From an optimization exercise on the open Yosys and OpenROAD flow, aimed at small area; shortcuts taken in it are not production practice. The clock port is modelled as an ideal driver; clocking choices that lean on that would not hold on a real chip. No activity file was given, so power comes from the tool's default toggle rates.

==> flow/design.v <==
module top(
    input  logic        clk,
    input  logic        SW,          
    input  logic [63:0] pattern,     
    output logic        _48b         
);
    logic reset;
    assign reset = ~SW;
    logic [63:0] ra, ry;             
    logic [5:0]  d;                  
    logic        tpar;               
    logic        pol;
    logic        fresh;
    logic        inpass;             
    logic [9:1]  L;                  
    logic        E;                  
    logic [7:0]  R0;                 
    assign pol = ~tpar;
    logic ld;
    assign ld = reset & fresh;
    logic a0, a1, a7, a8, a9, a15;
    assign a0  = ra[0]  ^ pol;
    assign a1  = ra[1]  ^ pol;
    assign a7  = ra[7]  ^ pol;
    assign a8  = ra[8]  ^ pol;
    assign a9  = ra[9]  ^ pol;
    assign a15 = ra[15] ^ pol;
    logic h_alive;                   
    logic t1, t7, t8, t9, t15;       
    assign h_alive = a0  & (ry[0]  | fresh);
    assign t1      = a1  & (ry[1]  | fresh);
    assign t7      = a7  & (ry[7]  | fresh);
    assign t8      = a8  & (ry[8]  | fresh);
    assign t9      = a9  & (ry[9]  | fresh);
    assign t15     = a15 & (ry[15] | fresh);
    logic c0, c7, r0, r7;
    assign c0 = (d[2:0] == 3'd0);
    assign c7 = (d[2:0] == 3'd7);
    assign r0 = (d[5:3] == 3'd0);
    assign r7 = (d[5:3] == 3'd7);
    logic cl1, cl2, cr1, cr2, cm;
    assign cl1 = c0 ? t7 : L[9];
    assign cl2 = r7 ? R0[0] : (c0 ? t15 : t7);
    assign cr1 = c7 ? E : t1;
    assign cr2 = r7 ? R0[6] : (c7 ? t1 : t9);
    assign cm  = r7 ? R0[7] : t8;
    logic u0, u1, b0, b1, s0, s1, z0, z1, one;
    assign {u1, u0} = L[1] + cl1 + cl2;
    assign {b1, b0} = L[7] + cr1 + cr2;
    assign {s1, s0} = L[8] + cm;
    assign {z1, z0} = u0 + b0 + s0;
    assign one = ((z1 ^ u1) & ~(b1 | s1)) | ((b1 ^ s1) & ~(z1 | u1));
    logic h_dead1, h_dead2, new_alive, new_a, new_y;
    assign h_dead1   = ~a0 & ry[0] & ~fresh;
    assign h_dead2   = a0 & ~ry[0] & ~fresh;
    assign new_alive = one & (z0 | h_alive);
    assign new_a     = new_alive | h_dead1;
    assign new_y     = new_alive | h_alive;
    always_ff @(posedge clk) begin
        for (int k = 0; k < 63; k++)
            ra[k] <= ~((ld | ra[k+1]) & (SW | pattern[k]));
        ra[63] <= ~((ld | (inpass ? new_a ^ pol : ra[0])) & (SW | pattern[63]));
        ry <= {inpass ? new_y : ry[0], ry[63:1]};
        L  <= {L[8:1], h_alive};
        if (c0) E <= L[8];
        R0 <= {R0[6:0], (inpass & r0) ? h_alive : R0[7]};
    end
    logic [3:0] ph;                  
    logic       sh, sd;
    logic [4:0] w;
    logic       idle, fpar;
    logic [2:0] blk;
    logic       N, CB;
    logic we, wlast, slot_end, frame_end, idle_end, enter_gap;
    assign we        = (ph == 4'd1);
    assign sh        = (ph == 4'd2) | (ph == 4'd4) | (ph == 4'd9) | (ph == 4'd3) | (ph == 4'd6);
    assign sd        = (ph == 4'd13) | (ph == 4'd10) | (ph == 4'd5) | (ph == 4'd11) | (ph == 4'd7);
    assign wlast     = we & (w == 5'd31);
    assign slot_end  = wlast & ~idle;
    assign frame_end = slot_end & (d[4:0] == 5'd1) & (d[5] == fpar);
    assign idle_end  = wlast & idle & blk[2];
    assign enter_gap = (slot_end & ~frame_end) | idle_end;
    logic restart;
    assign restart = idle_end | reset;
    always_ff @(posedge clk) begin
        ph <= reset ? 4'd12 : enter_gap ? 4'd8 : {ph[2:0], ph[3] ^ ph[2]};
        w <= (reset | enter_gap) ? 5'd7 : w + {4'd0, we};
        blk <= restart ? 3'd0 : blk + {2'd0, wlast & idle};
        idle <= ~restart & (idle | frame_end);
        fpar <= ~reset & (fpar ^ frame_end);
        d <= reset ? 6'd0 : d + {5'd0, ~slot_end};
        tpar <= ~(reset | tpar);
    end
    always_ff @(posedge clk) begin
        if (reset) begin
            inpass <= 1'b0; fresh <= 1'b1;
        end else if (d == 6'd63) begin
            inpass <= idle & (blk == 3'd0) & (w[4:2] == 3'b001);
            if (inpass) fresh <= 1'b0;
        end
    end
    logic n_in;
    always_comb begin
        if (idle) n_in = h_alive;
        else case (w[4:3])
            2'd1: n_in = h_dead2;        
            2'd2: n_in = h_dead1;        
            2'd3: n_in = t1;             
            default: n_in = h_alive;     
        endcase
    end
    always_ff @(posedge clk) begin
        if (d == 6'd0) N <= n_in;
        if (we && w[2:0] == 3'd7) CB <= N;
    end
    assign _48b = ~idle & (sh | (sd & CB));
endmodule
Settings: LEC_CHECK=0, CAP_MARGIN=20, CORE_MARGIN=2, CORE_UTILIZATION=40, SLEW_MARGIN=20; clock period 10.0 ns.
standard.sh (not shown) runs the stock make flow with config.mk's settings and CLKGATE_MAP_FILE= SYNTH_SCRIPT=/design/flow/synth_recipe.tcl, a recipe that flattens the netlist after the stock synthesis.
==> flow/flow/run.sh <==
#!/bin/bash
# Standard layout, with the port buffers made of the smallest buffer cell,
# a clock tree of small buffers without dummy loads, and the clock buffers
# that drive slow edges upsized after clock tree synthesis.
set -euo pipefail
here=$(pwd)
export BUFFER_PORTS_ARGS="-buffer_cell sky130_fd_sc_hd__buf_1"
export CTS_ARGS="-sink_clustering_enable -repair_clock_nets -dont_use_dummy_load -buf_list sky130_fd_sc_hd__clkbuf_4"
export POST_CTS_TCL="$here/flow/post_cts.tcl"
bash standard.sh > standard.log 2>&1
==> flow/flow/post_cts.tcl <==
# After clock tree synthesis: trade the ample setup slack for smaller cells,
# then upsize the clock buffers whose flip-flop loads would see a slow edge.
estimate_parasitics -placement
repair_timing -recover_power 100 -setup_margin 1.0
set upsized 0
foreach inst [get_cells clkbuf*] {
  if { [get_property $inst ref_name] != "sky130_fd_sc_hd__clkbuf_4" } { continue }
  set net [get_nets -of_objects [get_pins [get_full_name $inst]/X]]
  set worst 0
  foreach p [get_pins -of_objects $net -filter "direction == input"] {
    foreach prop {slew_max_rise slew_max_fall} {
      set s [get_property $p $prop]
      if { $s > $worst } { set worst $s }
    }
  }
  if { $worst > 0.122 } {
    puts "post_cts: upsizing [get_full_name $inst] (worst load slew $worst ns)"
    replace_cell $inst sky130_fd_sc_hd__clkbuf_8
    incr upsized
  }
}
detailed_placement
check_placement -verbose
estimate_parasitics -placement
Rerun with:
--- a/flow/design.v
+++ b/flow/design.v
@@ -64,39 +64,44 @@
         L  <= {L[8:1], h_alive};
         if (c0) E <= L[8];
         R0 <= {R0[6:0], (inpass & r0) ? h_alive : R0[7]};
     end
-    logic [3:0] ph;                  
+    logic [2:0] m;
     logic       sh, sd;
     logic [4:0] w;
-    logic       idle, fpar;
+    logic       idle, fpar;          
     logic [2:0] blk;
     logic       N, CB;
-    logic we, wlast, slot_end, frame_end, idle_end, enter_gap;
-    assign we        = (ph == 4'd1);
-    assign sh        = (ph == 4'd2) | (ph == 4'd4) | (ph == 4'd9) | (ph == 4'd3) | (ph == 4'd6);
-    assign sd        = (ph == 4'd13) | (ph == 4'd10) | (ph == 4'd5) | (ph == 4'd11) | (ph == 4'd7);
+    logic mend, we, wlast, slot_end, frame_end, idle_end, enter_gap;
+    assign mend      = m[2] & ~m[1];
+    assign we        = mend & ~sh & ~sd;
+    assign idle      = ~&blk;
     assign wlast     = we & (w == 5'd31);
     assign slot_end  = wlast & ~idle;
     assign frame_end = slot_end & (d[4:0] == 5'd1) & (d[5] == fpar);
     assign idle_end  = wlast & idle & blk[2];
     assign enter_gap = (slot_end & ~frame_end) | idle_end;
     logic restart;
     assign restart = idle_end | reset;
     always_ff @(posedge clk) begin
-        ph <= reset ? 4'd12 : enter_gap ? 4'd8 : {ph[2:0], ph[3] ^ ph[2]};
+        m <= reset ? 3'b011 : enter_gap ? 3'b110 : {m[1], m[0], ~(m[2] | m[1])};
+        if (reset) begin
+            sh <= 1'b0; sd <= 1'b0;
+        end else if (mend) begin
+            sh <= ~sh & ~sd & ~enter_gap;
+            sd <= sh;
+        end
         w <= (reset | enter_gap) ? 5'd7 : w + {4'd0, we};
-        blk <= restart ? 3'd0 : blk + {2'd0, wlast & idle};
-        idle <= ~restart & (idle | frame_end);
+        blk <= restart ? 3'd7 : blk + {2'd0, wlast & (idle | frame_end)};
         fpar <= ~reset & (fpar ^ frame_end);
         d <= reset ? 6'd0 : d + {5'd0, ~slot_end};
         tpar <= ~(reset | tpar);
     end
     always_ff @(posedge clk) begin
         if (reset) begin
             inpass <= 1'b0; fresh <= 1'b1;
         end else if (d == 6'd63) begin
-            inpass <= idle & (blk == 3'd0) & (w[4:2] == 3'b001);
+            inpass <= (blk == 3'd0) & (w[4:2] == 3'b001);
             if (inpass) fresh <= 1'b0;
         end
     end
     logic n_in;
Fmax falls by 1.0%.
Power barely changes.
Final area falls by 2.2%.
Count of clock-buffer cells in the layout is unchanged.
Routed wire length falls by 1.4%.
No run of this note included a check of the RTL's function; only the layout flow was run.

re-timing with driven ports:
The flow's constraints put no driver on any port. The routed layouts listed below were extracted and timed again, unchanged, in two steps.
Step 1: set_driving_cell puts a clkbuf_16 on clk and a buf_2 on each other input, an assumption about the parent block.
Step 2, shift: input delay + t, output delay - t, t = (earliest + latest rising clock arrival at the registers) / 2. This alone moves slack from input paths to output paths.
a / b / c = no drivers / after step 1 / after step 2; a / b = the first two.
run | shift t [ns] | setup WS [ns] | hold slack, ns | worst setup path at the end
the first run | 0.449 | 6.122 / 6.127 / 5.685 | 0.314 / 0.314 / 0.314 | input to register
the second run | 0.438 | 6.082 / 6.093 / 5.655 | 0.312 / 0.312 / 0.312 | input to register
After both steps every run listed still meets setup and hold. For the first run, which loses most, drivers alone change the setup slack by +0.005 ns; drivers and shift together by -0.437 ns.
